What follows belongs to an exercise in optimizing a design on an open flow for small area, a short achievable clock period and few clock cycles; a production flow would make more cautious choices. The RTL was checked by simulation tests, not by an equivalence proof against the original design. Power is estimated from default activity; no workload was simulated.

`flow/config.mk`:
```
export PLATFORM = sky130hd
export DESIGN_NAME = mips_cpu
export DESIGN_NICKNAME = mips_cpu
export VERILOG_FILES = /design/flow/design.v
export SDC_FILE = /design/flow/constraint.sdc
export NUM_CORES = 4
export LEC_CHECK = 0
export CAP_MARGIN = 20
export CORE_MARGIN = 2
export CORE_UTILIZATION = 40
export SLEW_MARGIN = 20
```
`flow/constraint.sdc`:
```
create_clock -name core_clock -period 6.0 [get_ports {clock}]
set_input_delay 1.2000 -clock core_clock [delete_from_list [all_inputs] [get_ports {clock}]]
set_output_delay 1.2000 -clock core_clock [all_outputs]
set_load 0.01 [all_outputs]
```
`flow/design.v`:
```
module mips_file (
	input clock,
	input [4:0] rd, input [3:0] we, input [31:0] D,
	input [4:0] rs, rt, output [31:0] S, T
);
	reg [7:0] R0[32], R1[32], R2[32], R3[32];
	always @(posedge clock) begin
		if (we[0])  R0[rd] <= D[7:0];
		if (we[1])  R1[rd] <= D[15:8];
		if (we[2])  R2[rd] <= D[23:16];
		if (we[3])  R3[rd] <= D[31:24];
	end
	wire [31:0] RS = {R3[rs], R2[rs], R1[rs], R0[rs]};
	wire [31:0] RT = {R3[rt], R2[rt], R1[rt], R0[rt]};
	wire [3:0] bs = (rs == rd) ? we : 4'b0;	 
	wire [3:0] bt = (rt == rd) ? we : 4'b0;
	assign S = (rs == 5'b0) ? 32'b0 : {bs[3] ? D[31:24] : RS[31:24],
					   bs[2] ? D[23:16] : RS[23:16],
					   bs[1] ? D[15: 8] : RS[15: 8],
					   bs[0] ? D[ 7: 0] : RS[ 7: 0]};
	assign T = (rt == 5'b0) ? 32'b0 : {bt[3] ? D[31:24] : RT[31:24],
					   bt[2] ? D[23:16] : RT[23:16],
					   bt[1] ? D[15: 8] : RT[15: 8],
					   bt[0] ? D[ 7: 0] : RT[ 7: 0]};
endmodule
module mips_if #(
	parameter START = 32'b0
) (
	input clock, reset,
	output reg [31:0] PC, input [31:0] op,	 
	output reg [31:0] RO, RN,		 
	input FV, input [31:0] FA		 
);
	localparam NOP = 32'b0;
	wire [31:0] next = PC + 4;		 
	always @(posedge clock) begin
		PC <= reset ? START : FV ? FA  : next;
		RO <= reset ? NOP   : FV ? NOP : op;
		RN <= next;
	end
endmodule
module mips_rf (
	input clock, input [31:0] op,
	input [4:0] ET, input [31:0] ER,	 
	input [4:0] MT, input [31:0] MR,	 
	output [4:0] rs, rt, input [31:0] GS, GT,   
	output [31:0] S, T
);
	assign rs = op[25:21];
	assign rt = op[20:16];
	assign S = (rs == 0) ? 32'b0 : (rs == ET) ? ER : (rs == MT) ? MR : GS;
	assign T = (rt == 0) ? 32'b0 : (rt == ET) ? ER : (rt == MT) ? MR : GT;
endmodule
module mips_pipe_jump (
	input clock, reset, input [31:0] op, next,
	input [31:0] S, T,				 
	output reg [31:0] result,			 
	output reg [4:0] target,			 
	output reg branch,				 
	output reg [31:0] address			 
);
	wire [5:0] C  = op[31:26];
	wire [4:0] rd = op[15:11];
	wire [5:0] F  = op[5:0];
	wire jr = !reset & C[5:0] == 6'b000000 & F[5:3] == 3'b001;
	wire ja = !reset & C[5:1] == 5'b00001;
	wire lr = jr & F[0];			 
	wire la = ja & C[0];			 
	always @(posedge clock) begin
		result  <= (lr | la) ? next + 4 : 32'b0;
		target  <= (lr ? rd : 0) | (la ? 31 : 0);
		branch  <= (jr | ja);
		address <= (jr ? S : 32'b0) | (ja ? {next[31:28], op[25:0], 2'b00} : 32'b0);
	end
endmodule
module mips_adder (
	input [2:0] F, input [31:0] S, T, output [31:0] R, output ov
);
	wire [33:0] s = {1'b0, S, F[1]} + {1'b0, F[1] ? ~T : T, F[1]};
	wire lt = F[0] ? !s[33] : (S[31] != T[31]) ? S[31] : s[32];   
	assign R  = F[2] ? {31'b0, lt} : s[32:1];   
	assign ov = F[0] ? 0 : T[31] == S[31] && T[31] != R[31];
endmodule
module mips_pipe_adder (
	input clock, reset, input [31:0] op, next,
	input [31:0] S, T,				 
	output [31:0] result,				 
	output reg [4:0] target,			 
	output [31:0] address				 
);
	wire [5:0] C  = op[31:26];
	wire [4:0] rt = op[20:16];
	wire [4:0] rd = op[15:11];
	wire [5:0] F  = op[5:0];
	wire add  = !reset & C[5:0] == 6'b000000 & F[5:4] == 2'b10 & !F[2];
	wire regi = !reset & C[5:0] == 6'b000001;
	wire cond = !reset & C[5:2] == 4'b0001;
	wire addi = !reset & C[5:2] == 4'b0010;
	wire mem  = !reset & C[5:5] == 1'b1;
	wire BO = (regi | cond);			 
	wire AO = (add | BO | addi | mem);		 
	reg AV, MV; reg [2:0] AF; reg [31:0] AS, AT;
	wire [31:0] SI = {{16 {op[15]}}, op[15:0]};	 
	always @(posedge clock) begin
		{AV, MV} <= {add | addi, BO | mem};
		if (AO)  AF <= add ? {F[3], F[1:0]} : addi ? {C[1], C[1:0]} : 3'b001;
		if (AO)  AS <= BO ? next : S;
		if (AO)  AT <= add ? T : BO ? SI << 2 : SI;
		target <= (add ? rd : 0) | (addi ? rt : 0);
	end
	wire [31:0] AR; mips_adder EX (AF, AS, AT, AR, );   
	assign result  = (AV ? AR : 32'b0);
	assign address = (MV ? AR : 32'b0);
endmodule
module mips_logic (
	input [2:0] F, input [31:0] S, T, output [31:0] R
);
	wire LU = F[2];   
	assign R = F[1] ? (F[0] ? LU ? T << 16 : ~(S | T) : S ^ T) :
			  (F[0] ? S | T : S & T);
endmodule
module mips_pipe_logic (
	input clock, reset, input [31:0] op, next,
	input [31:0] S, T,				 
	output [31:0] result,				 
	output reg [4:0] target				 
);
	wire [5:0] C  = op[31:26];
	wire [4:0] rt = op[20:16];
	wire [4:0] rd = op[15:11];
	wire [5:0] F  = op[5:0];
	wire log  = !reset & C[5:0] == 6'b000000 & F[5:2] == 4'b1001;
	wire logi = !reset & C[5:2] == 4'b0011;
	wire LO = (log | logi);				 
	reg LV; reg [2:0] LF; reg [31:0] LS, LT;
	always @(posedge clock) begin
		LV <= LO;
		if (LO)  LF <= {logi, log ? F[1:0] : C[1:0]};
		if (LO)  LS <= S;
		if (LO)  LT <= log ? T : {16'b0, op[15:0]};
		target <= (log ? rd : 0) | (logi ? rt : 0);
	end
	wire [31:0] LR; mips_logic EX (LF, LS, LT, LR);
	assign result = (LV ? LR : 32'b0);
endmodule
module mips_shift (
	input [1:0] F, input [31:0] T, input [4:0] sa, output [31:0] R
);
	wire [31:0] A = $signed(T) >>> sa;	 
	assign R = F[1] ? F[0] ? A : T >> sa : T << sa;
endmodule
module mips_pipe_shift (
	input clock, reset, input [31:0] op, next,
	input [31:0] S, T,				 
	output [31:0] result,				 
	output reg [4:0] target				 
);
	wire [5:0] C  = op[31:26];
	wire [4:0] rd = op[15:11];
	wire [4:0] sa = op[10:6];
	wire [5:0] F  = op[5:0];
	wire SO = !reset & C[5:0] == 6'b000000 & F[5:3] == 3'b000;
	reg SV; reg [1:0] SF; reg [31:0] ST; reg [4:0] SA;
	always @(posedge clock) begin
		SV <= SO;
		if (SO)  SF <= F[1:0];
		if (SO)  ST <= T;
		if (SO)  SA <= F[2] ? S[4:0] : sa;
		target <= (SO ? rd : 0);
	end
	wire [31:0] SR; mips_shift EX (SF, ST, SA, SR);
	assign result = (SV ? SR : 32'b0);
endmodule
module mips_cond (
	input [2:0] F, input [31:0] S, T, output R
);
	assign R = ((F[2] & (S == T)) | (F[1] & S[31])) ^ F[0];
endmodule
module mips_pipe_branch (
	input clock, reset, input [31:0] op, next,
	input [31:0] S, T,				 
	output reg [31:0] link,				 
	output reg [4:0] target,			 
	output branch					 
);
	wire [5:0] C  = op[31:26];
	wire [4:0] rt = op[20:16];
	wire [5:0] F  = op[5:0];
	wire regi = !reset & C[5:0] == 6'b000001;
	wire cond = !reset & C[5:2] == 4'b0001;
	wire BO = (regi | cond);			 
	wire bl = regi & rt[4];				 
	reg BV; reg [2:0] BF; reg [31:0] BS, BT;
	always @(posedge clock) begin
		BV <= BO;
		if (BO)  BF <= {C[2], C[2] == C[1], C[2] ? C[0] : rt[0]};	 
		if (BO)  BS <= S;
		if (BO)  BT <= T;
		link   <= bl ? next + 4 : 32'b0;
		target <= bl ? 31   : 0;
	end
	wire BB; mips_cond EX (BF, BS, BT, BB);
	assign branch = BV & BB;
endmodule
module mips_pipe_xfer (
	input clock, reset, input [31:0] op, next,
	input [31:0] S, T,				 
	output reg [31:0] result,			 
	output reg [4:0] target,			 
	output reg [3:0] SM, LM,			 
	output reg SE					 
);
	wire [5:0] C  = op[31:26];
	wire [4:0] rt = op[20:16];
	wire LO = !reset & C[5:3] == 3'b100;		 
	wire SO = !reset & C[5:3] == 3'b101;		 
	wire [3:0] BM = C[1] ? 15 : C[0] ? 3 : 1;	 
	always @(posedge clock) begin
		result  <= SO ? T : 32'b0;
		target  <= LO ? rt : 0;
		SM      <= SO ? BM : 0;
		LM      <= LO ? BM : 0;
		SE      <= LO ? C[2:1] == 2'b00 : SE;
	end
endmodule
module mips_mem (
	input clock,
	input [31:0] EA, ER,			 
	input [3:0] SM, LM,			 
	input SE,				 
	output [31:0] DA,			 
	output [3:0] we, output [31:0] DO,	 
	output re, input [31:0] DI,		 
	output [31:0] MR			 
);
	reg [31:0] MA, MD; reg [3:0] WE, RE; reg se;	 
	always @(posedge clock)
		{MA, MD, WE, RE, se} <= {EA, ER, SM, LM, SE};
	wire [1:0] sa = MA[1:0];
	assign DA = {MA[31:2], 2'b0};
	assign we = WE << sa;
	assign DO = MD << {sa, 3'b0};
	assign re = RE[0];
	wire [31:0] x = DI >> {sa, 3'b0};
	wire [7:0] a = RE[0] ? x[ 7: 0] : 0;
	wire [7:0] b = RE[1] ? x[15: 8] : {8 {a[7] & se}};
	wire [7:0] c = RE[2] ? x[23:16] : {8 {b[7] & se}};
	wire [7:0] d = RE[3] ? x[31:24] : {8 {b[7] & se}};
	assign MR = re ? {d, c, b, a} : MD;
endmodule
module mips_core (
	input clock, input reset,
	output reg [4:0] rd, output reg [31:0] GD,	 
	output [4:0] rs, rt, input [31:0] GS, GT,	 
	output reg [31:0] PC, input [31:0] op,		 
	output [31:0] DA,				 
	output [3:0] we, output [31:0] DO,		 
	output re, input [31:0] DI			 
);
	wire [31:0] RO, RN;		 
	wire [31:0] EA;				 
	wire EB;				 
	mips_if IC (clock, reset, PC, op, RO, RN, EB, EA);
	wire [4:0] ET; wire [31:0] ER;		 
	reg  [4:0] MT; wire [31:0] MR;		 
	wire [31:0] S, T;			 
	mips_rf RF (clock, RO, ET, ER, MT, MR, rs, rt, GS, GT, S, T);
	wire [31:0] JR, AR, LR, SR, BR, XR;	 
	wire [4:0]  JT, AT, LT, ST, BT, XT;	 
	wire        JV, BV;			 
	wire [31:0] JA, AA;			 
	wire [3:0]  SM, LM; wire SE;		 
	mips_pipe_jump   PJ (clock, reset, RO, RN, S, T, JR, JT, JV, JA);
	mips_pipe_adder  PA (clock, reset, RO, RN, S, T, AR, AT, AA);
	mips_pipe_logic  PL (clock, reset, RO, RN, S, T, LR, LT);
	mips_pipe_shift  PS (clock, reset, RO, RN, S, T, SR, ST);
	mips_pipe_branch PB (clock, reset, RO, RN, S, T, BR, BT, BV);
	mips_pipe_xfer   PX (clock, reset, RO, RN, S, T, XR, XT, SM, LM, SE);
	assign ER = JR | AR | LR | SR | BR | XR;	 
	assign ET = JT | AT | LT | ST | BT | XT;	 
	assign EB = JV | BV;				 
	assign EA = JA | AA;				 
	mips_mem MEM (clock, AA, ER, SM, LM, SE, DA, we, DO, re, DI, MR);
	always @(posedge clock)
		{MT, rd, GD} <= {ET, MT, MR};
endmodule
module mips_cpu (
	input clock, input reset,
	output [31:0] PC, input [31:0] op,		 
	output [31:0] DA,				 
	output [3:0] we, output [31:0] DO,		 
	output re, input [31:0] DI			 
);
	wire [4:0] rd, rs, rt;
	wire [31:0] GD, GS, GT;
	mips_file F (clock, rd, 4'b1111, GD, rs, rt, GS, GT);
	mips_core C (clock, reset, rd, GD, rs, rt, GS, GT, PC, op,
		     DA, we, DO, re, DI);
endmodule
```
`flow/run.sh`:
```
#!/bin/bash
# synth_recipe.tcl (not shown) runs the flow's synth.tcl, then flattens the netlist and writes it again
# the make line also repeats each setting of config.mk as NAME=value (left out here)
make -C /OpenROAD-flow-scripts/flow DESIGN_CONFIG=/design/flow/config.mk WORK_HOME=/design/flow/orfs CLKGATE_MAP_FILE= SYNTH_SCRIPT=/design/flow/synth_recipe.tcl finish
```
==> notes.md <==
- Status: complete, no violations
- Detail Placement HPWL: 200000 um
- Worst Skew: 44.1 ps
- Hold Path Origin: C.PX.LM[1]
- Synth Flop Type: edfxtp_1
- Root buffer cell: clkbuf_16
- Comb power frac: 16.8%
- GR peak layer: met2
- RSZ-0062 raised after global routing: false
- GRT overflow: 0
- H-tree depth: 4
- Finish-stage setup viols: 0
- Total number of vias: 52363
- Int Pwr: 20.9 mW
- Netlist Area Pre-Place: 79600 um2
- Core ar.: 198000 um2
- Hold Buf Count CTS: 0
- Worst-Margin Slew: 1170 ps
- Max-cap viol count: 0
- Final Cycle Share: 86.7%
- Post-route design area: 90400 um2
- Reg2reg path depth: 12
- Sum Neg Setup Slack: 0 ps
- Sink Count: 1640
- Critical Path Sink Type: flop
- FILL cells: 17057
- Synth cell types: 90
- Initial antenna violation count: 20
- Yosys top cell by area: edfxtp_1
- R2r endpoint: C.PA.AS[26]
- Clock power share: 37.4%
- Setup CP Type: flop to flop
- Final Slew Violations: 0
- Net Sw Frac: 28.9%
- Worst Hold Class: flop to flop
- Met3 usage in global routing: 5.30%
- Worst Hold End: C.MEM.RE[1]
- Row cnt: 163
- CTS clock-pin slew for the worst setup and hold paths: 60 ps
- CP arrival: 5710 ps
- Top post-synthesis cells by area: edfxtp_1, mux4_2, dfxtp_1
- CTS tree: built
- Highest clock rate: 192 MHz
- Pin count of the biggest net entering global routing: 96
- Initial Util: 40.3%
- Global-route wire length before repair: 408000 um
- Synth Warn #: 10
- Tmin final: 5200 ps
- Total GRT Usage: 28.7%
- CTS resizes: 0
- Vias per cell: 6.34
- DRT antenna net count: 0
- Initial drt markers: 7978
- Post-Syn Area per Cell: 14.9 um2
- Port bufs: 164
- Synthesized instance count: 5357
- Die height: 450 um
- Final WL: 294000 um
- Initial DRT Pass Iterations: 8
- Die area: 203000 um2
- Number of buffers created by CTS: 176
- Area growth from synthesis to layout: 13.6%
- Met1 Use GR: 36.4%
- Number of global-route vias before repair: 51447
- Most common cell after layout, fill and taps aside: edfxtp_1
- Sequential share of power: 45.9%
- Fin. Hold Viols: 0
- Psw: 8.49 mW
- Pwr dens: 324 nW/um2
- Register bit total from synthesis: 1640
- CP startpoint: C.PA.AF[1]
- Post-synthesis sequential area ratio: 57.1%
- Max-slew headroom: 20.0%
- Wire per inst: 35.6 um
- Fin nets: 5632
- Worst-Skew Late Latency: 850 ps
- EDFF count, synth: 1265
- Reg2reg setup slack: 800 ps
- Crit-path max FO: 24
- Io pins: 167
- Worst endpoint required time: 6510 ps
- Yosys top cell area share: 47.7%
- # DRC: 0
- Async SR Flop Fraction: 0%
- M2 GR Usage: 46.4%
- Die width: 450 um
- Worst vdd ir: 0.266 mV
- P_leak: 29.9 nW
- Layout cells sized above 1: 23.5%
- Commonest non-fill, non-tap cells in the layout: edfxtp_1, mux4_2, nor2_1, dfxtp_1, nand2_1
- Worst hold slack: 330 ps
- Bufs on Longest Clock Path: 3
- RD Place Congestion: 1.01
- Hold-critical path depth: 0
- Reg2reg start: C.PA.AF[1]
- CP startpoint kind: flop
- Placed instance area: 84600 um2
- Setup Buffers After CTS: 0
state kept, by name (all words and copies together) (netlist names), 32 cells and up:
name	flops
C.PA.AT	32
C.PB.BT	32
F.R3	256
C.IC.PC	32
C.IC.RN	32
C.PB.BS	32
C.IC.RO	32
C.PL.LS	32
C.MEM.MA	32
C.PA.AS	32
C.PL.LT	32
C.PS.ST	32
F.R0	256
C.PX.result	32
F.R1	256
C.PJ.result	32
C.PB.link	32
F.R2	256
C.PJ.address	32
C.GD	32
C.MEM.MD	32
logic make-up after synthesis:
kind of cell	Yosys count	synth area share, %
multiplexers	897	22.7
XOR/XNOR	178	1.96
other	1	0.00471
AO/OA/AOI/OAI	859	7.03
flip-flops	1640	57.1
adder cells (fa/ha/maj)	104	1.63
buffers and inverters	545	3.09
AND/OR/NAND/NOR	1133	6.45
cells in the mapped netlist, types with 27 or more instances:
cell	instances
nand4_1	32
a22o_1	27
o21ai_0	210
a21oi_1	224
buf_4	54
nor2_1	480
mux2i_1	143
mux2_2	30
and2_1	89
xnor2_1	89
o211ai_1	39
buf_2	98
buf_1	61
inv_1	128
edfxtp_1	1265
clkbuf_1	190
nor3_1	43
mux4_2	724
nand3_1	48
a211oi_1	77
xor2_1	89
dfxtp_1	375
nand2_1	292
o31ai_1	32
nor2b_1	44
ha_1	103
critical path, cell delays in order, from the launching register on:
cell and delay, ps:
edfxtp_1 710, buf_4 510, xor2_1 130, ha_1 410, a21o_1 260, o41ai_1 730
a2111oi_0 200, buf_4 200, o21a_1 220, a22o_1 250, a21boi_1 620, o2bb2ai_1 400
o21ai_0 230
power by group through the flow:
stage | combinational (mW) | clock [mW] | sequential [mW]
2_1_floorplan | 3.05 | 0 | 13.3
3_3_place_gp | 4.77 | 0 | 13.7
3_5_place_dp | 4.77 | 0 | 13.7
4_1_cts | 4.79 | 11.0 | 13.5
5_1_grt | 5.13 | 11.5 | 13.5
6_report | 4.92 | 11.0 | 13.5
cell type report:
cell class                      instances  area, um2  area share (%)
Clock buffer                          227       4680            5.18
Clock inverter                         95       1080            1.20
Antenna cell                            6       15.0          0.0166
Multi-Input combinational cell       3173      32000            35.4
Timing Repair Buffer                  342       3280            3.63
Tap cell                             2640       3300            3.65
Sequential cell                      1640      45600            50.4
Inverter                              130        490           0.542
metal layers:
metal  up-vias  wire, um  share of wire (%)
li1      21301         -                  -
met1     27256    107000                 37
met2      3093    140000                 48
met3       701     26300                8.9
met4        12     19300                6.6
met5         -        90              0.031
per-stage QoR:
stage / worst slack [ps] / util (%) / total power, mW / instances
5_1_grt: 585 / 45.8 / 30.1 / 8251
2_1_floorplan: 450 / - / 16.4 / 5358
6_report: 799 / 45.8 / 29.3 / 8253
3_5_place_dp: 1040 / 42.8 / 18.5 / 7925
4_1_cts: 1000 / 45.7 / 29.3 / 8247
3_3_place_gp: 1100 / 42.8 / 18.4 / 7923
worst max path at each step:
stage / slack, ps / cells past startpoint / end
after floorplan: 450 / 5 / C.PS.SA[0]
after global placement: 1100 / 13 / C.PA.AS[26]
after detailed placement: 1040 / 12 / C.PA.AS[26]
after CTS: 1000 / 12 / C.PA.AS[26]
after global routing: 590 / 13 / C.PA.AS[26]
final: 800 / 12 / C.PA.AS[26]
Testbench counts, summed over its fixed seeds: cycles 53,254.

-- static timing again, ports no longer ideal --
Ports are ideal in the flow. The routed layout listed here was re-timed in OpenROAD. Step 1 sets driving cells, clkbuf_16 on the clock port and buf_2 on the other inputs (assumed; they add their load-dependent delay and slew). Step 2 also shifts input and output timing later by t, the mid clock arrival at the registers, as if the neighbouring blocks saw the same clock. a / b / c = no drivers / after step 1 / after step 2; a / b = the first two.
shift t [ns]: 0.920
setup slack, ns: 0.799 / 0.799 / 0.799
worst slew at a driven data input, ns: 0.29
pins driven straight from the clock port: 1
After both steps setup and hold are still met in this run. The setup slack of this run moves by 0.000 ns with the drivers and by 0.000 ns with both steps.
